This is an optimization exercise on Yosys and OpenROAD, whose aim is small area, a short achievable clock period and few clock cycles per item, not a production implementation.
Only simulation tests tie the RTL to the original design; equivalence was not proved.

==> flow/design.v (outline; a module is shown in full before it is edited, if it fits) <==
// module geofence: 229 lines
// module mul_s11x11a: 245 lines
// module mul_s11x11: 200 lines
// module bk11: 47 lines
// module bk22: 85 lines
module geofence (clk, reset, X, Y, R, valid, is_inside);
  // ...
==> flow/flow/run.sh <==
#!/bin/bash
# Standard ORFS layout at the design's clock and constraints, with two changes:
# the ports are buffered with a plain buf_2 (instead of the delay buffer
# buffer_ports picks by default), and repair_timing is asked for 19 ns of
# setup margin so that it also works on paths that already meet the clock.
set -euo pipefail
export BUFFER_PORTS_ARGS="-buffer_cell sky130_fd_sc_hd__buf_2"
export SETUP_SLACK_MARGIN=19
bash standard.sh > standard.log 2>&1
==> flow/standard.sh <==
#!/bin/bash
# synth_recipe.tcl (not shown) runs the flow's synth.tcl, then flattens the netlist and writes it again
# the make line also repeats each setting of config.mk as NAME=value (left out here)
make -C /OpenROAD-flow-scripts/flow DESIGN_CONFIG=/design/flow/config.mk WORK_HOME=/design/flow/orfs CLKGATE_MAP_FILE= SYNTH_SCRIPT=/design/flow/synth_recipe.tcl "${@:-finish}"
==> flow/config.mk <==
export PLATFORM = sky130hd
export DESIGN_NAME = geofence
export DESIGN_NICKNAME = geofence
export VERILOG_FILES = /design/flow/design.v
export SDC_FILE = /design/flow/constraint.sdc
export NUM_CORES = 4
export LEC_CHECK = 0
export ABC_AREA = 1
export CAP_MARGIN = 20
export CORE_MARGIN = 2
export CORE_UTILIZATION = 55
export CTS_CLUSTER_DIAMETER = 100
export CTS_CLUSTER_SIZE = 20
export SLEW_MARGIN = 20
==> flow/constraint.sdc <==
create_clock -name core_clock -period 25.0 [get_ports {clk}]
set_input_delay 5.0000 -clock core_clock [delete_from_list [all_inputs] [get_ports {clk}]]
set_output_delay 5.0000 -clock core_clock [all_outputs]
set_load 0.01 [all_outputs]
==> summary.md, run 1 <==
| Metric | Value |
|---|---|
| Met1 wire length | `40400 um` |
| FF-to-FF End | `q1q[0]$_DFF_P_` |
| RSZ-0062 raised after global routing | `yes` |
| Post-synth top area share | `0.223` |
| Net Count, Synth | `4487` |
| DP Area | `34600 sq um` |
| DR WL met2 | `43200 um` |
| Yosys reg bits | `512` |
| CTS tree | `yes` |
| Simple-gate share of the synthesized area | `0.154` |
| Clock skew | `0.0220 ns` |
| Final instance area | `36000 sq um` |
| Status | `timing/DRC/antenna clean` |
| Critical path startpoint category | `flip-flop` |
| CTS sink cnt | `512` |
| Global-route wire length before repair | `143000 um` |
| Area fraction in compound gates after synthesis | `0.102` |
| Core outline area | `60500 sq um` |
| Endpoints failing hold | `0` |
| Synth unique cells | `65` |
| Met1 Usage GRT | `0.398` |
| Clk_buf instances | `52` |
| Commonest non-fill, non-tap cells in the layout | `785 x nand2_1, 779 x inv_1, 336 x dfxtp_1` |
| Top layer in use | `met4` |
| Overflow after GRT | `0` |
| Worst Reg-to-Reg Cells | `32` |
| Grt met3 use | `0.0241` |
| Via count | `25800` |
| Min-delay worst type | `flip-flop to flip-flop` |
| WP depth | `1` |
| DRT Pass-1 Iters | `7` |
| Die Wd | `252 um` |
| FP Rows | `90` |
| Post-synth EDFFs | `126` |
| Synth area leaders | `dfxtp_1 22%, fa_1 15%, edfxtp_1 11%` |
| CP max-delay cell | `dfrtp_1` |
Testbench counts, summed over its fixed seeds: cycles 60,800, items 1,600.
==> module geofence, before the edit <==
module geofence (clk, reset, X, Y, R, valid, is_inside);
input clk;
input reset;
input [9:0] X;
input [9:0] Y;
input [10:0] R;
output reg valid;
output reg is_inside;
reg [5:0] n;                        
wire [5:0] n_n = (n == 6'd37) ? 6'd0 : n + 6'd1;
reg [2:0] g;                        
wire [2:0] g_n = (n == 6'd37 || g == 3'd5) ? 3'd0 : g + 3'd1;
reg inph;
reg [30:0] ring [0:5];              
reg [9:0] X0, Y0;
integer k;
always @(posedge clk) begin
    for (k = 0; k < 5; k = k + 1) ring[k] <= ring[k+1];
    ring[5] <= inph ? {X, Y, R} : ring[0];
    if (n == 6'd0) begin X0 <= X; Y0 <= Y; end
end
function [2:0] posof;               
    input [2:0] j;
    input [2:0] gg;
    reg [3:0] d;
    begin
        d = {1'b0, j} + 4'd6 - {1'b0, gg};
        posof = (d >= 4'd6) ? d[2:0] - 3'd6 : d[2:0];
    end
endfunction
reg [2:0] rk1, rk2, rk3, rk4, rk5;
wire [2:0] rf1, rf2, rf3, rf4, rf5;    
function [2:0] lsel;                
    input [2:0] r;
    begin
        lsel = (rf1 == r) ? 3'd1 : (rf2 == r) ? 3'd2 : (rf3 == r) ? 3'd3 :
               (rf4 == r) ? 3'd4 : 3'd5;
    end
endfunction
reg [5:0] selA, selB;               
reg       amb;                      
wire      bef;
wire       sw = amb & ~bef;
wire [5:0] selBe = {selB[5:4], selB[3] | sw, selB[2] & ~sw, selB[1:0]};
reg [30:0] pA, pB;
integer kk;
always @(*) begin
    pA = 31'd0; pB = 31'd0;
    for (kk = 0; kk < 6; kk = kk + 1) begin
        pA = pA | (ring[kk] & {{20{selA[kk]}}, 11'd0});    
        pB = pB | (ring[kk] & {31{selBe[kk]}});
    end
end
wire [9:0]  ax = pA[30:21], ay = pA[20:11];
wire [9:0]  bx = pB[30:21], by = pB[20:11];
wire [10:0] br = pB[10:0];
reg tadd, afst, rld, sload, smul, scmp, aph, sph, eph, uvl, aqsh, aacc, tsel, fin, radsum, radodd;
reg [3:0] asel;                     
function [5:0] pairof;
    input [5:0] nn;
    case (nn)
        6'd3:  pairof = {3'd1, 3'd2};
        6'd4:  pairof = {3'd1, 3'd3};
        6'd5:  pairof = {3'd2, 3'd3};
        6'd6:  pairof = {3'd1, 3'd4};
        6'd7:  pairof = {3'd2, 3'd4};
        6'd8:  pairof = {3'd3, 3'd4};
        6'd9:  pairof = {3'd1, 3'd5};
        6'd10: pairof = {3'd2, 3'd5};
        6'd11: pairof = {3'd3, 3'd5};
        default: pairof = {3'd4, 3'd5};
    endcase
endfunction
function [2:0] qsel;
    input [2:0] m;
    case (m)
        3'd1: qsel = lsel(3'd0);
        3'd2: qsel = lsel(3'd1);
        3'd3: qsel = lsel(3'd2);
        3'd4: qsel = lsel(3'd3);
        3'd5: qsel = lsel(3'd4);
        default: qsel = 3'd0;
    endcase
endfunction
wire [5:0] cn = n_n - 6'd14;        
reg  [2:0] kA_n;                    
reg  [2:0] jA_n, jB_n;
always @(*) begin
    kA_n = (cn <= 6'd5) ? cn[2:0] : cn[0] ? cn[3:1] - 3'd2 : cn[3:1] - 3'd3;
    if (n_n >= 6'd3 && n_n <= 6'd12) begin
        {jA_n, jB_n} = pairof(n_n);
    end else begin
        jA_n = qsel(kA_n);
        jB_n = qsel(kA_n + 3'd1);
    end
end
wire cph_n = (n_n >= 6'd14);
always @(posedge clk or posedge reset) begin
    if (reset) begin
        n <= 6'd0; g <= 3'd0; inph <= 1'b1; valid <= 1'b0;
    end else begin
        n <= n_n; g <= g_n;
        inph <= (n_n <= 6'd5);
        valid <= fin;
    end
end
always @(posedge clk) begin
    selA   <= 6'd1 << posof(jA_n, g_n);
    selB   <= 6'd1 << posof(jB_n, g_n);
    amb    <= (n_n == 6'd14) && (rf4 == 3'd0) && (rf5 == 3'd0);
    sload  <= (n_n >= 6'd3) && (n_n <= 6'd12);
    rld    <= cph_n && ((cn == 6'd0) || ((cn >= 6'd7) && (cn <= 6'd15) && cn[0]));
    smul   <= (n_n >= 6'd4) && (n_n <= 6'd13);
    scmp   <= smul;
    aph    <= cph_n && (cn <= 6'd5);
    sph    <= cph_n && (cn >= 6'd6) && (cn <= 6'd16) && !cn[0];
    eph    <= cph_n && (cn >= 6'd7) && (cn <= 6'd17) && cn[0];
    uvl    <= cph_n && (cn >= 6'd11) && (cn <= 6'd21) && cn[0];
    aqsh   <= cph_n && (cn >= 6'd5) && (cn <= 6'd10);
    aacc   <= cph_n && (cn >= 6'd8) && (cn <= 6'd18) && !cn[0];
    tsel   <= cph_n && (cn >= 6'd12) && (cn <= 6'd22) && !cn[0];
    tadd   <= cph_n && (cn >= 6'd14) && (cn <= 6'd22) && !cn[0];    
    afst   <= cph_n && (cn == 6'd8);                                
    fin    <= cph_n && (cn == 6'd22);
    radsum <= (cn <= 6'd7);
    radodd <= cn[0];
    case (cn)
        6'd6, 6'd16, 6'd17:        asel <= 4'b0001;
        6'd7, 6'd8, 6'd14, 6'd15:  asel <= 4'b0010;
        6'd9, 6'd10, 6'd12, 6'd13: asel <= 4'b0100;
        default:                   asel <= 4'b1000;
    endcase
end
reg  [10:0] oa1, ob1, ob2;
reg  [10:0] oa2;
reg  [21:0] m1r;
reg  [21:0] A, T;
reg  [21:0] m2r;
wire [21:0] m1, m2;
mul_s11x11a u_m1 (.a(oa1), .b(ob1), .c(tadd ? T : 22'd0), .p(m1));    
mul_s11x11 u_m2 (.a(oa2), .b(ob2), .p(m2));
wire signed [21:0] sm1r = m1r, sm2r = m2r;
assign bef = sm1r > sm2r;             
always @(posedge clk) begin
    if (n <= 6'd3) begin
        rk1 <= 3'd0; rk2 <= 3'd0; rk3 <= 3'd0; rk4 <= 3'd0; rk5 <= 3'd0;
    end else begin
        rk1 <= rf1; rk2 <= rf2; rk3 <= rf3; rk4 <= rf4; rk5 <= rf5;
    end
end
wire [5:0] dij = pairof(n - 6'd2);  
wire [2:0] win = bef ? dij[2:0] : dij[5:3];     
assign rf1 = rk1 + {2'd0, scmp && win == 3'd1};
assign rf2 = rk2 + {2'd0, scmp && win == 3'd2};
assign rf3 = rk3 + {2'd0, scmp && win == 3'd3};
assign rf4 = rk4 + {2'd0, scmp && win == 3'd4};
assign rf5 = rk5 + {2'd0, scmp && win == 3'd5};
wire [21:0] Asum;
bk22 u_A (.a(radsum ? m1r : afst ? 22'd0 : A), .b(m2r), .cin(1'b0), .s(Asum), .co());
wire [19:0] rad = radsum ? Asum[19:0] : (radodd ? m2r[19:0] : m1r[19:0]);
function [22:0] nrstep;    
    input [12:0] r;
    input [9:0]  q;
    input [1:0]  b;
    input [3:0]  j;
    reg [12:0] rn, m;
    begin
        if (!r[12]) rn = {r[10:0], b} - {1'b0, q, 2'b01};
        else        rn = {r[10:0], b} + {1'b0, q, 2'b11};
        m = 13'h1fff << (j + 1);
        rn = rn[j+1] ? (rn | m) : (rn & ~m);
        nrstep = {rn, q[8:0], !rn[12]};
    end
endfunction
reg [5:0]  q1r; reg [3:0] q1q; reg [11:0] q1rad;
reg [8:0]  q2r; reg [6:0] q2q; reg [5:0]  q2rad;
reg [9:0]  qout;
reg [22:0] s1, s2, s3;
always @(*) begin
    s1 = 23'd0;
    s1 = nrstep(s1[22:10], s1[9:0], rad[19:18], 4'd1);
    s1 = nrstep(s1[22:10], s1[9:0], rad[17:16], 4'd2);
    s1 = nrstep(s1[22:10], s1[9:0], rad[15:14], 4'd3);
    s1 = nrstep(s1[22:10], s1[9:0], rad[13:12], 4'd4);
    s2 = {{7{q1r[5]}}, q1r, 6'd0, q1q};
    s2 = nrstep(s2[22:10], s2[9:0], q1rad[11:10], 4'd5);
    s2 = nrstep(s2[22:10], s2[9:0], q1rad[9:8], 4'd6);
    s2 = nrstep(s2[22:10], s2[9:0], q1rad[7:6], 4'd7);
    s3 = {{4{q2r[8]}}, q2r, 3'd0, q2q};
    s3 = nrstep(s3[22:10], s3[9:0], q2rad[5:4], 4'd8);
    s3 = nrstep(s3[22:10], s3[9:0], q2rad[3:2], 4'd9);
    s3 = nrstep(s3[22:10], s3[9:0], q2rad[1:0], 4'd10);
end
always @(posedge clk) begin
    q1r <= s1[15:10]; q1q <= s1[3:0]; q1rad <= rad[11:0];
    q2r <= s2[18:10]; q2q <= s2[6:0]; q2rad <= q1rad[5:0];
    qout <= s3[9:0];
end
reg [9:0]  aq0, aq1, aq2, aq3;      
wire [9:0]  acur = asel[0] ? aq0 : asel[1] ? aq1 : asel[2] ? aq2 : aq3;
reg  [10:0] ri, rj;                 
wire [10:0] cs_s = {1'b0, acur} ^ ri ^ rj;
wire [10:0] cs_c = ({1'b0, acur} & ri) | ({1'b0, acur} & rj) | (ri & rj);
wire [10:0] ssum, e12, e3n, x1, y1, y2;
wire [10:0] x2;
wire        ge;
bk11 u_ss (.a(cs_s), .b({cs_c[9:0], 1'b0}), .cin(1'b0), .s(ssum), .co());
wire [9:0]  Sn = ssum[10:1];
bk11 u_e12 (.a({1'b0, Sn}), .b(~(eph ? ri : {1'b0, acur})), .cin(1'b1), .s(e12), .co());
bk11 u_e3 (.a({1'b0, Sn}), .b(~{1'b0, rj[9:0]}), .cin(1'b1), .s(e3n), .co());
bk11 u_x1 (.a({1'b0, ax}), .b(~{1'b0, sload ? X0 : bx}), .cin(1'b1), .s(x1), .co());
bk11 u_y1 (.a({1'b0, ay}), .b(~{1'b0, sload ? Y0 : by}), .cin(1'b1), .s(y1), .co());
bk11 u_y2 (.a({1'b0, by}), .b(~{1'b0, sload ? Y0 : ay}), .cin(1'b1), .s(y2), .co());
bk11 u_x2 (.a({1'b0, bx}), .b(sload ? ~{1'b0, X0} : {1'b0, ax}), .cin(sload), .s(x2), .co());
bk22 u_ge (.a({1'b0, A[21:1]}), .b(~m1), .cin(1'b1), .s(), .co(ge));
always @(posedge clk) begin
    oa1 <= (sload | aph) ? x1 : uvl ? {1'b0, qout} : {1'b0, Sn};
    ob1 <= sload ? y2 : aph ? x1 : uvl ? {1'b0, s3[9:0]} : e12;
    oa2 <= (sload | aph) ? y1 : eph ? e12 : {~x2[10], x2[9:0]};
    ob2 <= sload ? x2 : aph ? y1 : eph ? e3n : y2;
    m1r <= m1[21:0];
    if (rld) begin ri <= (n == 6'd14) ? ring[4][10:0] : rj; rj <= br; end
    m2r <= m2[21:0];
    if (aqsh) begin aq0 <= qout; aq1 <= aq0; aq2 <= aq1; aq3 <= aq2; end
    if (aacc) A <= Asum;
    if (tsel) T <= m1;
    is_inside <= ge;                 
end
endmodule
==> inputs of run 2 (changes only) <==
--- a/flow/design.v
+++ b/flow/design.v
@@ -55,7 +55,7 @@
 wire [9:0]  bx = pB[30:21], by = pB[20:11];
 wire [10:0] br = pB[10:0];
 reg tadd, afst, rld, sload, smul, scmp, aph, sph, eph, uvl, aqsh, aacc, tsel, fin, radsum, radodd;
-reg [3:0] asel;                     
+reg [2:0] asel;                     
 function [5:0] pairof;
     input [5:0] nn;
     case (nn)
@@ -125,10 +125,9 @@
     radsum <= (cn <= 6'd7);
     radodd <= cn[0];
     case (cn)
-        6'd6, 6'd16, 6'd17:        asel <= 4'b0001;
-        6'd7, 6'd8, 6'd14, 6'd15:  asel <= 4'b0010;
-        6'd9, 6'd10, 6'd12, 6'd13: asel <= 4'b0100;
-        default:                   asel <= 4'b1000;
+        6'd6, 6'd16:  asel <= 3'b001;
+        6'd8, 6'd14:  asel <= 3'b010;
+        default:      asel <= 3'b100;
     endcase
 end
 reg  [10:0] oa1, ob1, ob2;
@@ -196,8 +195,8 @@
     q2r <= s2[18:10]; q2q <= s2[6:0]; q2rad <= q1rad[5:0];
     qout <= s3[9:0];
 end
-reg [9:0]  aq0, aq1, aq2, aq3;      
-wire [9:0]  acur = asel[0] ? aq0 : asel[1] ? aq1 : asel[2] ? aq2 : aq3;
+reg [9:0]  aq0, aq1, aq2;           
+wire [9:0]  acur = asel[0] ? aq0 : asel[1] ? aq1 : aq2;
 reg  [10:0] ri, rj;                 
 wire [10:0] cs_s = {1'b0, acur} ^ ri ^ rj;
 wire [10:0] cs_c = ({1'b0, acur} & ri) | ({1'b0, acur} & rj) | (ri & rj);
@@ -206,8 +205,8 @@
 wire        ge;
 bk11 u_ss (.a(cs_s), .b({cs_c[9:0], 1'b0}), .cin(1'b0), .s(ssum), .co());
 wire [9:0]  Sn = ssum[10:1];
-bk11 u_e12 (.a({1'b0, Sn}), .b(~(eph ? ri : {1'b0, acur})), .cin(1'b1), .s(e12), .co());
-bk11 u_e3 (.a({1'b0, Sn}), .b(~{1'b0, rj[9:0]}), .cin(1'b1), .s(e3n), .co());
+bk11 u_e12 (.a({1'b0, eph ? oa1[9:0] : Sn}), .b(~(eph ? ri : {1'b0, acur})), .cin(1'b1), .s(e12), .co());
+bk11 u_e3 (.a({1'b0, oa1[9:0]}), .b(~{1'b0, rj[9:0]}), .cin(1'b1), .s(e3n), .co());
 bk11 u_x1 (.a({1'b0, ax}), .b(~{1'b0, sload ? X0 : bx}), .cin(1'b1), .s(x1), .co());
 bk11 u_y1 (.a({1'b0, ay}), .b(~{1'b0, sload ? Y0 : by}), .cin(1'b1), .s(y1), .co());
 bk11 u_y2 (.a({1'b0, by}), .b(~{1'b0, sload ? Y0 : ay}), .cin(1'b1), .s(y2), .co());
@@ -221,7 +220,7 @@
     m1r <= m1[21:0];
     if (rld) begin ri <= (n == 6'd14) ? ring[4][10:0] : rj; rj <= br; end
     m2r <= m2[21:0];
-    if (aqsh) begin aq0 <= qout; aq1 <= aq0; aq2 <= aq1; aq3 <= aq2; end
+    if (aqsh) begin aq0 <= qout; aq1 <= aq0; aq2 <= aq1; end
     if (aacc) A <= Asum;
     if (tsel) T <= m1;
     is_inside <= ge;                 
==> flow/flow/run.sh (replaced) <==
#!/bin/bash
# Standard ORFS layout at the design's clock and constraints, with two changes:
# the ports are buffered with a plain buf_2 (instead of the delay buffer
# buffer_ports picks by default), and repair_timing is asked for 18.9 ns of
# setup margin so that it also works on paths that already meet the clock.
set -euo pipefail
export BUFFER_PORTS_ARGS="-buffer_cell sky130_fd_sc_hd__buf_2"
export SETUP_SLACK_MARGIN=18.9
bash standard.sh > standard.log 2>&1
==> summary.md, run 2 <==
| Metric | Value |
|---|---|
| Status | `timing/DRC/antenna clean (unchanged)` |
| Yosys reg bits | `501 (was 512)` |
| Fin crit share | `0.245 (was 0.244)` |
| Detailed-route wire length | `92100 um (was 91900 um)` |
| R2r setup slk | `19.15 ns (was 19.30 ns)` |
| Largest area contributor in the netlist | `dfxtp_1 (unchanged)` |
| Number of buffers added on ports | `34 (unchanged)` |
| Yosys warning total | `2 (unchanged)` |
| Register area | `11300 sq um (was 11700 sq um)` |
| F_max | `163 MHz (was 164 MHz)` |
| Area of the multi-input gates | `18700 sq um (was 18900 sq um)` |
| Worst Reg-to-Reg Cells | `33 (was 32)` |
| Critical Path RT | `20.00 ns (about the same)` |
| Net Count, Synth | `4462 (was 4487)` |
| 1st-iter DRT viols | `1718 (was 1884)` |
| Initial Util | `0.555 (was 0.558)` |
| # DRC | `0 (unchanged)` |
| Critical path startpoint category | `flip-flop (unchanged)` |
| Post-synth EDFFs | `116 (was 126)` |
| CP max-delay cell | `dfrtp_1 (unchanged)` |
| Seq/Total Area, Yosys | `0.337 (was 0.343)` |
| Critical path fanouts, max | `1 (unchanged)` |
| Crit path capture type | `output pin (unchanged)` |
| Share of layout cells above drive strength 1 | `0.0610 (was 0.0682)` |
| Nets | `4435 (was 4453)` |
| CP arrival | `1.12 ns (was 1.10 ns)` |
| Max-capacitance violation count | `0 (unchanged)` |
| DR WL/cell | `19.7 um (was 19.6 um)` |
| Finished Core Util | `0.589 (was 0.595)` |
| CTS sink cnt | `501 (was 512)` |
| CP max stage delay | `0.36 ns (about the same)` |
| Filler cell count | `5376 (was 5352)` |
| Die Y | `250 um (was 252 um)` |
| Largest net degree at the start of global routing | `62 (was 60)` |
| Clock skew | `0.0378 ns (was 0.0220 ns)` |
| FP Rows | `90 (unchanged)` |
| Layout area overhead | `6.18% (was 6.61%)` |
| Overflow after GRT | `0 (unchanged)` |
| Routability cong. | `0.928 (was 0.993)` |
| CTS Buf Count | `31 (was 30)` |
| Via count | `25800 (unchanged)` |
| Max reg flops | `186 (unchanged)` |
| Reg with most FFs | `ring (unchanged)` |
| Global-route wire length before repair | `144000 um (was 143000 um)` |
| Count leader, synth | `nand2_1 (unchanged)` |
| Synth unique cells | `66 (was 65)` |
| Post-synth top area share | `0.224 (was 0.223)` |
| Endpoints failing setup | `0 (unchanged)` |
| DRT Pass-1 Iters | `7 (unchanged)` |
| Asr flop ratio synth | `0.0220 (was 0.0215)` |
| Cells after Synth | `3904 (was 3925)` |
| Commonest non-fill, non-tap cells in the layout | `789 x nand2_1, 781 x inv_1, 353 x dfxtp_1 (was 785 x nand2_1, 779 x inv_1, 336 x dfxtp_1)` |
| DP HPWL | `70800 um (was 70000 um)` |
| Commonest cells post-synth | `793 x nand2_1, 783 x inv_1, 374 x dfxtp_1, 269 x ha_1, 256 x fa_1 (was 791 x nand2_1, 782 x inv_1, 375 x dfxtp_1, 273 x ha_1, 256 x fa_1)` |
| Rel. slew slack | `0.265 (was 0.288)` |
| Min-delay worst type | `flip-flop to flip-flop (unchanged)` |
| Root Driver | `clkbuf_16 (unchanged)` |
| Die Area | `62700 sq um (was 63300 sq um)` |
| WP depth | `1 (unchanged)` |
| Post-synth top flop | `dfxtp_1 (unchanged)` |
| CP Buf/Inv Count | `1 (unchanged)` |
| Max-slew violations | `0 (unchanged)` |
| Endpoints failing hold | `0 (unchanged)` |
| Ports | `35 (unchanged)` |
| Crit-path cells | `buf_2 (unchanged)` |
| Antenna Nets Post-Route | `0 (unchanged)` |
| Least-Margin Pin Slew | `1.10 ns (was 1.07 ns)` |
| Hold Slack | `0.333 ns (was 0.330 ns)` |
| Delay-heaviest family, CP | `flip-flops (unchanged)` |
| Final setup TNS | `0 ns (unchanged)` |
| Synthesized area | `33400 sq um (was 33700 sq um)` |
| CTS tree | `yes (unchanged)` |
| Tmin final | `6.12 ns (was 6.10 ns)` |
| RSZ-0062 raised after global routing | `yes (unchanged)` |
| Avg Cell Area, Syn | `8.56 sq um (was 8.60 sq um)` |
| Type of the worst setup path | `flip-flop to output pin (unchanged)` |
| Max Buffers Root-to-Sink | `3 (unchanged)` |
| Synth area leaders | `dfxtp_1 22%, fa_1 15%, edfxtp_1 10% (was dfxtp_1 22%, fa_1 15%, edfxtp_1 11%)` |
| Vias per cell | `5.50 (was 5.49)` |
| Die Wd | `250 um (was 252 um)` |
| Clock latency on the worst-skew pair | `0.64 ns (was 0.62 ns)` |
| Tot GR Track Use | `0.294 (was 0.290)` |
| Commonest non-fill, non-tap cell in the layout | `nand2_1 (unchanged)` |
| Core outline area | `60200 sq um (was 60500 sq um)` |
| H-tree levels | `1 (unchanged)` |
| Hold buffer count at cts | `0 (unchanged)` |
| Vias in the first global route | `26300 (was 25900)` |
| Worst Hold Path Cells | `0 (unchanged)` |
| Clock Pin Slew Worst Setup and Hold Paths | `0.09 ns (about the same)` |
| Initial antenna violation count | `6 (was 2)` |
==> run 2: logic make-up after synthesis <==
kind of cell	synth area share
buffers and inverters	0.105
AND/OR/NAND/NOR	0.155
AO/OA/AOI/OAI	0.103
flip-flops	0.337
adder cells (fa/ha/maj)	0.254
XOR/XNOR	0.0406
multiplexers	0.00494
==> run 2: final cells by class <==
cell class                 instances  area share
clock inverter                     9     0.00250
antenna                            1   0.0000705
clock buffer                      48      0.0237
inverter                         792      0.0841
tap                              782      0.0276
sequential                       501       0.318
multi-input combinational       2476       0.528
timing repair buffer              75      0.0156
==> run 2: final timing paths <==
| kind | start | end |
|---|---|---|
| worst max-delay path | valid$_DFF_PP0_ | valid |
| worst min-delay path | smul$_DFF_P_ | scmp$_DFF_P_ |
| worst max register to register | afst$_DFF_P_ | q1r[5]$_DFF_P_ |
| worst min register to register | smul$_DFF_P_ | scmp$_DFF_P_ |
| max in group asynchronous | reset | n[0]$_DFF_PP0_ |
| min in group asynchronous | reset | n[5]$_DFF_PP0_ |
==> run 2: timing repair <==
| action | 4_1_cts | 5_1_grt |
|---|---|---|
| setup endpoints to repair | 3 | 23 |
| gates resized for setup | 2 | 53 |
| buffers inserted | 0 | 13 |
| pin swaps | 0 | 9 |
| gates cloned | 0 | 3 |
==> run 2: stage by stage <==
stage	instance area, sq um	cells	worst slack [ns]
global placement	34200	4609	18.99
global route	35500	4683	18.81
finish	35500	4684	18.88
detailed placement	34200	4610	18.74
floorplan	33400	3904	19.42
CTS	35200	4667	18.85
==> run 2: metal layers <==
metal,part of all wire,global-route usage,vias up,wire (um)
met2,0.49,0.509,749,44800
li1,-,-,12300,-
met3,0.060,0.0470,160,5520
met5,0.00014,0,-,13
met1,0.42,0.375,12600,38600
met4,0.034,0.0965,2,3150
Testbench counts of run 2, summed over its fixed seeds: cycles 60,800, items 1,600.
==> inputs of run 3 (changes only) <==
--- a/flow/design.v
+++ b/flow/design.v
@@ -47,14 +47,14 @@
 always @(*) begin
     pA = 31'd0; pB = 31'd0;
     for (kk = 0; kk < 6; kk = kk + 1) begin
-        pA = pA | (ring[kk] & {{20{selA[kk]}}, 11'd0});    
+        pA = pA | (ring[kk] & {31{selA[kk]}});
         pB = pB | (ring[kk] & {31{selBe[kk]}});
     end
 end
 wire [9:0]  ax = pA[30:21], ay = pA[20:11];
 wire [9:0]  bx = pB[30:21], by = pB[20:11];
 wire [10:0] br = pB[10:0];
-reg tadd, afst, rld, sload, smul, scmp, aph, sph, eph, uvl, aqsh, aacc, tsel, fin, radsum, radodd;
+reg tadd, afst, sload, smul, scmp, aph, sph, eph, uvl, aqsh, aacc, tsel, fin, radsum, radodd;
 reg [2:0] asel;                     
 function [5:0] pairof;
     input [5:0] nn;
@@ -86,7 +86,7 @@
 reg  [2:0] kA_n;                    
 reg  [2:0] jA_n, jB_n;
 always @(*) begin
-    kA_n = (cn <= 6'd5) ? cn[2:0] : cn[0] ? cn[3:1] - 3'd2 : cn[3:1] - 3'd3;
+    kA_n = (cn <= 6'd5) ? cn[2:0] : cn[3:1] - 3'd3;
     if (n_n >= 6'd3 && n_n <= 6'd12) begin
         {jA_n, jB_n} = pairof(n_n);
     end else begin
@@ -109,7 +109,6 @@
     selB   <= 6'd1 << posof(jB_n, g_n);
     amb    <= (n_n == 6'd14) && (rf4 == 3'd0) && (rf5 == 3'd0);
     sload  <= (n_n >= 6'd3) && (n_n <= 6'd12);
-    rld    <= cph_n && ((cn == 6'd0) || ((cn >= 6'd7) && (cn <= 6'd15) && cn[0]));
     smul   <= (n_n >= 6'd4) && (n_n <= 6'd13);
     scmp   <= smul;
     aph    <= cph_n && (cn <= 6'd5);
@@ -197,7 +196,7 @@
 end
 reg [9:0]  aq0, aq1, aq2;           
 wire [9:0]  acur = asel[0] ? aq0 : asel[1] ? aq1 : aq2;
-reg  [10:0] ri, rj;                 
+wire [10:0] ri = pA[10:0], rj = pB[10:0];    
 wire [10:0] cs_s = {1'b0, acur} ^ ri ^ rj;
 wire [10:0] cs_c = ({1'b0, acur} & ri) | ({1'b0, acur} & rj) | (ri & rj);
 wire [10:0] ssum, e12, e3n, x1, y1, y2;
@@ -218,7 +217,6 @@
     oa2 <= (sload | aph) ? y1 : eph ? e12 : {~x2[10], x2[9:0]};
     ob2 <= sload ? x2 : aph ? y1 : eph ? e3n : y2;
     m1r <= m1[21:0];
-    if (rld) begin ri <= (n == 6'd14) ? ring[4][10:0] : rj; rj <= br; end
     m2r <= m2[21:0];
     if (aqsh) begin aq0 <= qout; aq1 <= aq0; aq2 <= aq1; end
     if (aacc) A <= Asum;
==> summary.md, run 3 <==
| Metric | Value |
|---|---|
| Critical Path RT | `20.00 ns (about the same)` |
| Least-Margin Pin Slew | `1.10 ns (about the same)` |
| Filler cell count | `5248 (was 5376)` |
| Initial antenna violation count | `1 (was 6)` |
| CTS Buf Count | `28 (was 31)` |
| # DRC | `0 (unchanged)` |
| Antenna Nets Post-Route | `0 (unchanged)` |
| Worst Hold Path Cells | `0 (unchanged)` |
| Commonest non-fill, non-tap cells in the layout | `826 x nand2_1, 777 x inv_1, 325 x dfxtp_1 (was 789 x nand2_1, 781 x inv_1, 353 x dfxtp_1)` |
| Core outline area | `59000 sq um (was 60200 sq um)` |
| Max-slew violations | `0 (unchanged)` |
| DP HPWL | `70500 um (was 70800 um)` |
| Reg with most FFs | `ring (unchanged)` |
| Max Buffers Root-to-Sink | `3 (unchanged)` |
| Die Area | `61600 sq um (was 62700 sq um)` |
| Clock skew | `0.0189 ns (was 0.0378 ns)` |
| R2r setup slk | `19.09 ns (was 19.15 ns)` |
| CP max stage delay | `0.36 ns (about the same)` |
| Root Driver | `clkbuf_16 (unchanged)` |
| Die Y | `248 um (was 250 um)` |
| Post-synth top area share | `0.228 (was 0.224)` |
| Crit path capture type | `output pin (unchanged)` |
| 1st-iter DRT viols | `1967 (was 1718)` |
| H-tree levels | `1 (unchanged)` |
| Avg Cell Area, Syn | `8.35 sq um (was 8.56 sq um)` |
| Critical path startpoint category | `flip-flop (unchanged)` |
| Endpoints failing setup | `0 (unchanged)` |
| Synth area leaders | `dfxtp_1 23%, fa_1 16%, ha_1 10% (was dfxtp_1 22%, fa_1 15%, edfxtp_1 10%)` |
| Share of layout cells above drive strength 1 | `0.0938 (was 0.0610)` |
| FP Rows | `89 (was 90)` |
| Worst Reg-to-Reg Cells | `36 (was 33)` |
| Type of the worst setup path | `flip-flop to output pin (unchanged)` |
| Net Count, Synth | `4487 (was 4462)` |
| Final worst setup slack | `18.90 ns (was 18.88 ns)` |
| Via count | `26000 (was 25800)` |
| Largest area contributor in the netlist | `dfxtp_1 (unchanged)` |
| Routability cong. | `0.918 (was 0.928)` |
| Rel. slew slack | `0.257 (was 0.265)` |
| Detailed-route wire length | `93300 um (was 92100 um)` |
| Fin crit share | `0.244 (was 0.245)` |
| Delay-heaviest family, CP | `flip-flops (unchanged)` |
| Global-route wire length before repair | `145000 um (was 144000 um)` |
| CTS tree | `yes (unchanged)` |
| Tmin final | `6.10 ns (was 6.12 ns)` |
| Die Wd | `248 um (was 250 um)` |
| Final setup TNS | `0 ns (unchanged)` |
| Endpoints failing hold | `0 (unchanged)` |
| Finished Core Util | `0.606 (was 0.589)` |
| Commonest cells post-synth | `844 x nand2_1, 794 x inv_1, 373 x dfxtp_1, 268 x ha_1, 256 x fa_1 (was 793 x nand2_1, 783 x inv_1, 374 x dfxtp_1, 269 x ha_1, 256 x fa_1)` |
| Clock latency on the worst-skew pair | `0.61 ns (was 0.64 ns)` |
| CP arrival | `1.10 ns (was 1.12 ns)` |
| Largest net degree at the start of global routing | `63 (was 62)` |
| Max-capacitance violation count | `0 (unchanged)` |
| Commonest non-fill, non-tap cell in the layout | `nand2_1 (unchanged)` |
| RSZ-0062 raised after global routing | `yes (unchanged)` |
| Seq/Total Area, Yosys | `0.322 (was 0.337)` |
| CP Buf/Inv Count | `1 (unchanged)` |
| Dpl ws | `18.04 ns (was 18.74 ns)` |
| Initial Util | `0.556 (was 0.555)` |
| DR WL/cell | `19.7 um (about the same)` |
| Tot GR Track Use | `0.304 (was 0.294)` |
| Cells after Synth | `3930 (was 3904)` |
| Number of buffers added on ports | `34 (unchanged)` |
| Max reg flops | `186 (unchanged)` |
| Asr flop ratio synth | `0.0230 (was 0.0220)` |
| Yosys reg bits | `478 (was 501)` |
| Status | `timing/DRC/antenna clean (unchanged)` |
| Vias in the first global route | `26100 (was 26300)` |
| Min-delay worst type | `flip-flop to flip-flop (unchanged)` |
| Hold buffer count at cts | `0 (unchanged)` |
| CP max-delay cell | `dfrtp_1 (unchanged)` |
| Synthesized area | `32800 sq um (was 33400 sq um)` |
| DRT Pass-1 Iters | `5 (was 7)` |
| CTS sink cnt | `478 (was 501)` |
| Post-synth EDFFs | `94 (was 116)` |
| Vias per cell | `5.51 (was 5.50)` |
| Yosys warning total | `2 (unchanged)` |
| Crit-path cells | `buf_2 (unchanged)` |
| Clock Pin Slew Worst Setup and Hold Paths | `0.09 ns (about the same)` |
| Synth unique cells | `58 (was 66)` |
| Count leader, synth | `nand2_1 (unchanged)` |
| Post-synth top flop | `dfxtp_1 (unchanged)` |
| Nets | `4493 (was 4435)` |
| Ports | `35 (unchanged)` |
| WP depth | `1 (unchanged)` |
| Layout area overhead | `8.97% (was 6.18%)` |
| F_max | `164 MHz (was 163 MHz)` |
| Overflow after GRT | `0 (unchanged)` |
| Critical path fanouts, max | `1 (unchanged)` |
run 3: cell count changes in the layout (fill, tap and decap cells not counted), sizes merged, moves of 5 or more:
cell,change
nand2,+51
buf,+32
edfxtp,-22
o22ai,+15
a21oi,-14
nand3,-11
o211ai,+10
a211oi,-8
inv,+8
o2111ai,+8
a221oi,+7
or2,-5
run 3: final timing paths:
check | to | startpoint
hold / removal | scmp$_DFF_P_ | smul$_DFF_P_
setup reg to reg | ob1[9]$_DFF_P_ | m2r[13]$_DFF_P_
max in group asynchronous | n[1]$_DFF_PP0_ | reset
setup / recovery | valid | valid$_DFF_PP0_
hold reg to reg | scmp$_DFF_P_ | smul$_DFF_P_
min in group asynchronous | n[2]$_DFF_PP0_ | reset
run 3: cell type report:
type,count,area [sq um],area share
diodes,1,2.50,0.0000700
clock buffers,46,768,0.0215
clock inverters,4,45.0,0.00126
inverters,804,3040,0.0849
multi-input cells,2513,19400,0.542
flip-flops and latches,478,10700,0.298
well taps,773,967,0.0270
repair buffers,110,895,0.0250
repair inverters,1,5.00,0.000140
run 3: cell families after synthesis:
kind of cell	after synthesis	synth area share
simple gates	1246	0.159
buf+inv	939	0.108
compound gates	582	0.109
fa+ha+maj	524	0.258
flops	478	0.322
xor+xnor	150	0.0411
mux	11	0.00336
run 3: routing by layer:
metal / track usage / vias up / part of all wire
met5: 0 / - / 0
met4: 0.116 / 0 / 0.041
met3: 0.0295 / 184 / 0.058
met2: 0.519 / 866 / 0.48
met1: 0.401 / 12600 / 0.42
li1: - / 12400 / -
run 3: stage by stage:
stage / hold slack, ns / cell area [sq um] / cells
2_1_floorplan: 0.310 / 32800 / 3930
3_3_place_gp: 0.315 / 33600 / 4630
3_5_place_dp: 0.312 / 33600 / 4630
4_1_cts: 0.320 / 34900 / 4701
5_1_grt: 0.333 / 35800 / 4729
6_report: 0.319 / 35800 / 4730
run 3: what timing repair did:
action                                  CTS  global route
gates cloned                              4             2
buffers inserted                         17            26
hold endpoints to repair                  0             0
gates resized for setup                  77           155
endpoints found under the setup margin   26            28
pin swaps                                15            51
Testbench counts of run 3, summed over its fixed seeds: cycles 60,800, items 1,600.
==> inputs of run 4 (changes only) <==
--- a/flow/design.v
+++ b/flow/design.v
@@ -7,9 +7,9 @@
 output reg valid;
 output reg is_inside;
 reg [5:0] n;                        
-wire [5:0] n_n = (n == 6'd37) ? 6'd0 : n + 6'd1;
+wire [5:0] n_n = (n == 6'd36) ? 6'd0 : n + 6'd1;
 reg [2:0] g;                        
-wire [2:0] g_n = (n == 6'd37 || g == 3'd5) ? 3'd0 : g + 3'd1;
+wire [2:0] g_n = (n == 6'd36 || g == 3'd5) ? 3'd0 : g + 3'd1;
 reg inph;
 reg [30:0] ring [0:5];              
 reg [9:0] X0, Y0;
@@ -41,7 +41,7 @@
 reg       amb;                      
 wire      bef;
 wire       sw = amb & ~bef;
-wire [5:0] selBe = {selB[5:4], selB[3] | sw, selB[2] & ~sw, selB[1:0]};
+wire [5:0] selBe = {selB[5], selB[4] | sw, selB[3] & ~sw, selB[2:0]};
 reg [30:0] pA, pB;
 integer kk;
 always @(*) begin
@@ -52,22 +52,23 @@
     end
 end
 wire [9:0]  ax = pA[30:21], ay = pA[20:11];
+wire [10:0] ar = pA[10:0];
 wire [9:0]  bx = pB[30:21], by = pB[20:11];
 wire [10:0] br = pB[10:0];
-reg tadd, afst, sload, smul, scmp, aph, sph, eph, uvl, aqsh, aacc, tsel, fin, radsum, radodd;
-reg [2:0] asel;                     
+reg rld, sload, byp, scmp, aph, sph, eph, uvl, aqsh, aacc, tsel, fin, radsum, radodd;
+reg [3:0] asel;                     
 function [5:0] pairof;
     input [5:0] nn;
     case (nn)
-        6'd3:  pairof = {3'd1, 3'd2};
-        6'd4:  pairof = {3'd1, 3'd3};
-        6'd5:  pairof = {3'd2, 3'd3};
-        6'd6:  pairof = {3'd1, 3'd4};
-        6'd7:  pairof = {3'd2, 3'd4};
-        6'd8:  pairof = {3'd3, 3'd4};
-        6'd9:  pairof = {3'd1, 3'd5};
-        6'd10: pairof = {3'd2, 3'd5};
-        6'd11: pairof = {3'd3, 3'd5};
+        6'd2:  pairof = {3'd1, 3'd2};
+        6'd3:  pairof = {3'd1, 3'd3};
+        6'd4:  pairof = {3'd2, 3'd3};
+        6'd5:  pairof = {3'd1, 3'd4};
+        6'd6:  pairof = {3'd2, 3'd4};
+        6'd7:  pairof = {3'd3, 3'd4};
+        6'd8:  pairof = {3'd1, 3'd5};
+        6'd9:  pairof = {3'd2, 3'd5};
+        6'd10: pairof = {3'd3, 3'd5};
         default: pairof = {3'd4, 3'd5};
     endcase
 endfunction
@@ -82,19 +83,19 @@
         default: qsel = 3'd0;
     endcase
 endfunction
-wire [5:0] cn = n_n - 6'd14;        
+wire [5:0] cn = n_n - 6'd13;        
 reg  [2:0] kA_n;                    
 reg  [2:0] jA_n, jB_n;
 always @(*) begin
-    kA_n = (cn <= 6'd5) ? cn[2:0] : cn[3:1] - 3'd3;
-    if (n_n >= 6'd3 && n_n <= 6'd12) begin
+    kA_n = (cn <= 6'd5) ? cn[2:0] : cn[0] ? cn[3:1] - 3'd2 : cn[3:1] - 3'd3;
+    if (n_n >= 6'd2 && n_n <= 6'd11) begin
         {jA_n, jB_n} = pairof(n_n);
     end else begin
         jA_n = qsel(kA_n);
         jB_n = qsel(kA_n + 3'd1);
     end
 end
-wire cph_n = (n_n >= 6'd14);
+wire cph_n = (n_n >= 6'd13);
 always @(posedge clk or posedge reset) begin
     if (reset) begin
         n <= 6'd0; g <= 3'd0; inph <= 1'b1; valid <= 1'b0;
@@ -107,10 +108,11 @@
 always @(posedge clk) begin
     selA   <= 6'd1 << posof(jA_n, g_n);
     selB   <= 6'd1 << posof(jB_n, g_n);
-    amb    <= (n_n == 6'd14) && (rf4 == 3'd0) && (rf5 == 3'd0);
-    sload  <= (n_n >= 6'd3) && (n_n <= 6'd12);
-    smul   <= (n_n >= 6'd4) && (n_n <= 6'd13);
-    scmp   <= smul;
+    amb    <= (n_n == 6'd13) && (rf4 == 3'd0) && (rf5 == 3'd0);
+    sload  <= (n_n >= 6'd2) && (n_n <= 6'd11);
+    byp    <= (n_n == 6'd2) || (n_n == 6'd3);
+    rld    <= cph_n && ((cn == 6'd0) || ((cn >= 6'd7) && (cn <= 6'd15) && cn[0]));
+    scmp   <= (n_n >= 6'd4) && (n_n <= 6'd13);
     aph    <= cph_n && (cn <= 6'd5);
     sph    <= cph_n && (cn >= 6'd6) && (cn <= 6'd16) && !cn[0];
     eph    <= cph_n && (cn >= 6'd7) && (cn <= 6'd17) && cn[0];
@@ -118,15 +120,14 @@
     aqsh   <= cph_n && (cn >= 6'd5) && (cn <= 6'd10);
     aacc   <= cph_n && (cn >= 6'd8) && (cn <= 6'd18) && !cn[0];
     tsel   <= cph_n && (cn >= 6'd12) && (cn <= 6'd22) && !cn[0];
-    tadd   <= cph_n && (cn >= 6'd14) && (cn <= 6'd22) && !cn[0];    
-    afst   <= cph_n && (cn == 6'd8);                                
     fin    <= cph_n && (cn == 6'd22);
     radsum <= (cn <= 6'd7);
     radodd <= cn[0];
     case (cn)
-        6'd6, 6'd16:  asel <= 3'b001;
-        6'd8, 6'd14:  asel <= 3'b010;
-        default:      asel <= 3'b100;
+        6'd6, 6'd16, 6'd17:        asel <= 4'b0001;
+        6'd7, 6'd8, 6'd14, 6'd15:  asel <= 4'b0010;
+        6'd9, 6'd10, 6'd12, 6'd13: asel <= 4'b0100;
+        default:                   asel <= 4'b1000;
     endcase
 end
 reg  [10:0] oa1, ob1, ob2;
@@ -135,7 +136,7 @@
 reg  [21:0] A, T;
 reg  [21:0] m2r;
 wire [21:0] m1, m2;
-mul_s11x11a u_m1 (.a(oa1), .b(ob1), .c(tadd ? T : 22'd0), .p(m1));    
+mul_s11x11a u_m1 (.a(oa1), .b(ob1), .c(tsel ? T : 22'd0), .p(m1));    
 mul_s11x11 u_m2 (.a(oa2), .b(ob2), .p(m2));
 wire signed [21:0] sm1r = m1r, sm2r = m2r;
 assign bef = sm1r > sm2r;             
@@ -154,7 +155,7 @@
 assign rf4 = rk4 + {2'd0, scmp && win == 3'd4};
 assign rf5 = rk5 + {2'd0, scmp && win == 3'd5};
 wire [21:0] Asum;
-bk22 u_A (.a(radsum ? m1r : afst ? 22'd0 : A), .b(m2r), .cin(1'b0), .s(Asum), .co());
+bk22 u_A (.a(radsum ? {2'b00, m1r[19:0]} : A), .b(radsum ? {2'b00, m2r[19:0]} : m2r), .cin(1'b0), .s(Asum), .co());
 wire [19:0] rad = radsum ? Asum[19:0] : (radodd ? m2r[19:0] : m1r[19:0]);
 function [22:0] nrstep;    
     input [12:0] r;
@@ -194,9 +195,9 @@
     q2r <= s2[18:10]; q2q <= s2[6:0]; q2rad <= q1rad[5:0];
     qout <= s3[9:0];
 end
-reg [9:0]  aq0, aq1, aq2;           
-wire [9:0]  acur = asel[0] ? aq0 : asel[1] ? aq1 : aq2;
-wire [10:0] ri = pA[10:0], rj = pB[10:0];    
+reg [9:0]  aq0, aq1, aq2, aq3;      
+wire [9:0]  acur = asel[0] ? aq0 : asel[1] ? aq1 : asel[2] ? aq2 : aq3;
+reg  [10:0] ri, rj;                 
 wire [10:0] cs_s = {1'b0, acur} ^ ri ^ rj;
 wire [10:0] cs_c = ({1'b0, acur} & ri) | ({1'b0, acur} & rj) | (ri & rj);
 wire [10:0] ssum, e12, e3n, x1, y1, y2;
@@ -204,23 +205,30 @@
 wire        ge;
 bk11 u_ss (.a(cs_s), .b({cs_c[9:0], 1'b0}), .cin(1'b0), .s(ssum), .co());
 wire [9:0]  Sn = ssum[10:1];
-bk11 u_e12 (.a({1'b0, eph ? oa1[9:0] : Sn}), .b(~(eph ? ri : {1'b0, acur})), .cin(1'b1), .s(e12), .co());
-bk11 u_e3 (.a({1'b0, oa1[9:0]}), .b(~{1'b0, rj[9:0]}), .cin(1'b1), .s(e3n), .co());
+bk11 u_e12 (.a({1'b0, Sn}), .b(~(eph ? ri : {1'b0, acur})), .cin(1'b1), .s(e12), .co());
+bk11 u_e3 (.a({1'b0, Sn}), .b(~{1'b0, rj[9:0]}), .cin(1'b1), .s(e3n), .co());
 bk11 u_x1 (.a({1'b0, ax}), .b(~{1'b0, sload ? X0 : bx}), .cin(1'b1), .s(x1), .co());
 bk11 u_y1 (.a({1'b0, ay}), .b(~{1'b0, sload ? Y0 : by}), .cin(1'b1), .s(y1), .co());
 bk11 u_y2 (.a({1'b0, by}), .b(~{1'b0, sload ? Y0 : ay}), .cin(1'b1), .s(y2), .co());
+wire [10:0] inx, iny;
+bk11 u_ix (.a({1'b0, X}), .b(~{1'b0, X0}), .cin(1'b1), .s(inx), .co());
+bk11 u_iy (.a({1'b0, Y}), .b(~{1'b0, Y0}), .cin(1'b1), .s(iny), .co());
 bk11 u_x2 (.a({1'b0, bx}), .b(sload ? ~{1'b0, X0} : {1'b0, ax}), .cin(sload), .s(x2), .co());
 bk22 u_ge (.a({1'b0, A[21:1]}), .b(~m1), .cin(1'b1), .s(), .co(ge));
 always @(posedge clk) begin
     oa1 <= (sload | aph) ? x1 : uvl ? {1'b0, qout} : {1'b0, Sn};
-    ob1 <= sload ? y2 : aph ? x1 : uvl ? {1'b0, s3[9:0]} : e12;
+    ob1 <= sload ? (byp ? iny : y2) : aph ? x1 : uvl ? {1'b0, s3[9:0]} : e12;
     oa2 <= (sload | aph) ? y1 : eph ? e12 : {~x2[10], x2[9:0]};
-    ob2 <= sload ? x2 : aph ? y1 : eph ? e3n : y2;
+    ob2 <= sload ? (byp ? inx : x2) : aph ? y1 : eph ? e3n : y2;
     m1r <= m1[21:0];
+    if (rld) begin ri <= ar; rj <= br; end
     m2r <= m2[21:0];
-    if (aqsh) begin aq0 <= qout; aq1 <= aq0; aq2 <= aq1; end
-    if (aacc) A <= Asum;
-    if (tsel) T <= m1;
+    if (aqsh) begin aq0 <= qout; aq1 <= aq0; aq2 <= aq1; aq3 <= aq2; end
+    if (n <= 6'd12) begin A <= 22'd0; T <= 22'd0; end
+    else begin
+        if (aacc) A <= Asum;
+        if (tsel) T <= m1;
+    end
     is_inside <= ge;                 
 end
 endmodule
==> flow/flow/run.sh (replaced) <==
#!/bin/bash
# Standard ORFS layout at the design's clock and constraints, with two changes:
# the ports are buffered with a plain buf_2 (instead of the delay buffer
# buffer_ports picks by default), and repair_timing is asked for 19 ns of
# setup margin so that it also works on paths that already meet the clock.
set -euo pipefail
export BUFFER_PORTS_ARGS="-buffer_cell sky130_fd_sc_hd__buf_2"
export SETUP_SLACK_MARGIN=19
bash standard.sh > standard.log 2>&1
==> summary.md, run 4 <==
| Metric | Value |
|---|---|
| Status | `timing/DRC/antenna clean (unchanged)` |
| Largest area contributor in the netlist | `dfxtp_1 (unchanged)` |
| Rel. slew slack | `0.314 (was 0.257)` |
| Crit path capture type | `flip-flop (was output pin)` |
| Largest net degree at the start of global routing | `63 (unchanged)` |
| Reg2reg start | `ob1[0]$_DFF_P_ (was m2r[13]$_DFF_P_)` |
| Detailed-route wire length | `95000 um (was 93300 um)` |
| Fin crit share | `0.264 (was 0.244)` |
| FF-to-FF End | `is_inside$_DFF_P_ (was ob1[9]$_DFF_P_)` |
| CP max-delay cell | `fa_2 (was dfrtp_1)` |
| Overflow after GRT | `0 (unchanged)` |
| Endpoints failing hold | `0 (unchanged)` |
| Avg Cell Area, Syn | `8.16 sq um (was 8.35 sq um)` |
| CP arrival | `7.19 ns (was 1.10 ns)` |
| Asr flop ratio synth | `0.0216 (was 0.0230)` |
| Share of layout cells above drive strength 1 | `0.0811 (was 0.0938)` |
| Crit path from | `X[2] (was valid$_DFF_PP0_)` |
| R2r setup slk | `19.20 ns (was 19.09 ns)` |
| Tot GR Track Use | `0.286 (was 0.304)` |
| Clock latency on the worst-skew pair | `0.66 ns (was 0.61 ns)` |
| Finished Core Util | `0.600 (was 0.606)` |
| Max-slew violations | `0 (unchanged)` |
| Final setup TNS | `0 ns (unchanged)` |
| Worst Reg-to-Reg Cells | `21 (was 36)` |
| Min-delay worst type | `flip-flop to flip-flop (unchanged)` |
| RSZ-0062 raised after global routing | `yes (unchanged)` |
| Cells after Synth | `4279 (was 3930)` |
| Clock Pin Slew Worst Setup and Hold Paths | `0.09 ns (about the same)` |
| Seq/Total Area, Yosys | `0.317 (was 0.322)` |
| Yosys warning total | `2 (unchanged)` |
| Routability cong. | `0.904 (was 0.918)` |
| Post-synth top flop | `dfxtp_1 (unchanged)` |
| Antenna Nets Post-Route | `0 (unchanged)` |
| Nets | `4841 (was 4493)` |
| Commonest non-fill, non-tap cell in the layout | `nand2_1 (unchanged)` |
| Layout area overhead | `8.24% (was 8.97%)` |
| Via count | `27400 (was 26000)` |
| Max Buffers Root-to-Sink | `3 (unchanged)` |
| CTS Buf Count | `31 (was 28)` |
| Worst Min Path Start | `q1rad[5]$_DFF_P_ (was smul$_DFF_P_)` |
| DRT Pass-1 Iters | `7 (was 5)` |
| Final Non-Filler Cells | `5125 (was 4730)` |
| Post-synth EDFFs | `82 (was 94)` |
| FP Rows | `92 (was 89)` |
| Critical Path RT | `25.58 ns (was 20.00 ns)` |
| Root Driver | `clkbuf_16 (unchanged)` |
| Die Wd | `256 um (was 248 um)` |
| 1st-iter DRT viols | `1870 (was 1967)` |
| CTS sink cnt | `510 (was 478)` |
| Reg with most FFs | `ring (unchanged)` |
| Die Y | `256 um (was 248 um)` |
| Max reg flops | `186 (unchanged)` |
| Ports | `35 (unchanged)` |
| Commonest cells post-synth | `928 x nand2_1, 840 x inv_1, 417 x dfxtp_1, 285 x ha_1, 266 x fa_1 (was 844 x nand2_1, 794 x inv_1, 373 x dfxtp_1, 268 x ha_1, 256 x fa_1)` |
| Hold Crit Endpoint | `q2rad[5]$_DFF_P_ (was scmp$_DFF_P_)` |
| Synth area leaders | `dfxtp_1 24%, fa_1 15%, ha_1 10% (was dfxtp_1 23%, fa_1 16%, ha_1 10%)` |
| # DRC | `0 (unchanged)` |
| Net Count, Synth | `4863 (was 4487)` |
| H-tree levels | `1 (unchanged)` |
| Crit-path cells | `buf_8, ha_4, nand2_2, nand2_2, a31oi_4, inv_2, a31oi_4, o21bai_1, a21oi_2, nor2_1, a211oi_2, fa_2, a21oi_1, o21ai_1, o221ai_1 (was buf_2)` |
| Initial Util | `0.555 (was 0.556)` |
| Synth unique cells | `61 (was 58)` |
| DR WL/cell | `18.5 um (was 19.7 um)` |
| Global-route wire length before repair | `148000 um (was 145000 um)` |
| Placed Cells | `5033 (was 4630)` |
| Critical path fanouts, max | `3 (was 1)` |
| CP max stage delay | `0.48 ns (was 0.36 ns)` |
| Vias in the first global route | `26500 (was 26100)` |
| F_max | `151 MHz (was 164 MHz)` |
| Core outline area | `63000 sq um (was 59000 sq um)` |
| Worst Hold Path Cells | `0 (unchanged)` |
| Type of the worst setup path | `primary input to flip-flop (was flip-flop to output pin)` |
| Number of buffers added on ports | `34 (unchanged)` |
| Synthesized area | `34900 sq um (was 32800 sq um)` |
| Least-Margin Pin Slew | `1.03 ns (was 1.10 ns)` |
| Die Area | `65500 sq um (was 61600 sq um)` |
| Tmin final | `6.61 ns (was 6.10 ns)` |
| Vias per cell | `5.34 (was 5.51)` |
| Yosys reg bits | `510 (was 478)` |
| CTS tree | `yes (unchanged)` |
| Clock skew | `0.0532 ns (was 0.0189 ns)` |
| Count leader, synth | `nand2_1 (unchanged)` |
| Post-synth top area share | `0.239 (was 0.228)` |
| DP HPWL | `70200 um (was 70500 um)` |
| Endpoints failing setup | `0 (unchanged)` |
| Max-capacitance violation count | `0 (unchanged)` |
| Initial antenna violation count | `1 (unchanged)` |
| Critical path startpoint category | `primary input (was flip-flop)` |
| Commonest non-fill, non-tap cells in the layout | `915 x nand2_1, 831 x inv_1, 382 x dfxtp_1 (was 826 x nand2_1, 777 x inv_1, 325 x dfxtp_1)` |
==> run 4: changes by cell type after synthesis, moves of 10 or more <==
cell / delta
ha_1: +17
dfxtp_1: +44
edfxtp_1: -12
nand4_1: +15
a22oi_1: -11
nor2_1: +29
a21oi_1: +48
nand2_1: +84
fa_1: +10
o22ai_1: -15
inv_1: +46
o21ai_0: +88
clkbuf_1: +15
==> run 4: routing by layer <==
layer | up-vias | global-route usage | part of all wire
met5 | - | 0 | 0
met4 | 0 | 0.0958 | 0.035
met3 | 143 | 0.0280 | 0.050
met2 | 704 | 0.473 | 0.47
met1 | 13100 | 0.395 | 0.45
li1 | 13500 | - | -
==> run 4: worst max-delay path: cells and delay by family <==
kind            cells  cell delay [ns]
simple gates        3             0.21
fa+ha+maj           2             0.71
buf+inv             2             0.17
compound gates      8             1.10
==> run 4: cells by family after synthesis <==
kind of cell	synth area share
XOR/XNOR	0.0391
multiplexers	0.00258
buffers and inverters	0.109
adder cells (fa/ha/maj)	0.255
flip-flops	0.317
AO/OA/AOI/OAI	0.113
AND/OR/NAND/NOR	0.164
==> run 4: repair_timing <==
action,4_1_cts,5_1_grt
setup buffers,11,23
cloned,0,3
hold endpoints to repair,0,0
endpoints found under the setup margin,26,38
pin swaps,26,29
gates resized for setup,38,157
hold buffers,0,0
==> run 4: worst max-delay path by stage <==
stage	end	slack, ns	cells after the start
floorplan	ob2[9]$_DFF_P_	17.91	14
global placement	ob2[9]$_DFF_P_	17.48	15
detailed placement	ob1[9]$_DFF_P_	17.45	15
CTS	ob1[9]$_DFF_P_	18.45	15
global route	ob2[9]$_DFF_P_	18.30	15
finish	ob2[9]$_DFF_P_	18.39	15
==> run 4: final cells by class <==
cell class	count	area, sq um
diodes	1	2.50
clock buffers	47	867
clock inverters	7	78.8
fillers	5790	25200
inverters	851	3220
multi-input cells	2763	20600
flip-flops and latches	510	11200
well taps	846	1060
repair buffers	100	795
==> run 4: stage by stage <==
stage,hold slack (ns),cell area [sq um],worst slack (ns)
after detailed placement,0.313,35900,17.45
after CTS,0.336,37000,18.45
final,0.337,37800,18.39
after floorplan,0.310,35000,17.91
after global placement,0.310,35900,17.48
after global routing,0.338,37800,18.30
Testbench counts of run 4, summed over its fixed seeds: cycles 59,200, items 1,600.

==> what the ideal ports hide <==
Ports are ideal in the flow. The routed layouts listed here were re-timed in OpenROAD.
Step 1 assumes that a clkbuf_16 drives the clock port and a buf_2 every other input.
Step 2 also shifts input and output timing later by t, the mid clock arrival at the registers, as if the neighbouring blocks saw the same clock.
Slacks: no drivers / after step 1 / after step 2; pairs: no drivers / after step 1.
run | t (ns) | slack for setup (ns) | worst setup path after step 2
run 1 | 0.675 | 18.898 / 18.832 / 19.305 | register to register
run 2 | 0.678 | 18.878 / 18.816 / 19.153 | register to register
run 3 | 0.663 | 18.899 / 18.837 / 19.086 | register to register
run 4 | 0.702 | 18.390 / 18.407 / 17.705 | input to register
After both steps every run listed still meets setup and hold. The setup slack of run 4, which loses most, moves by +0.017 ns with the drivers and by -0.685 ns with both steps.
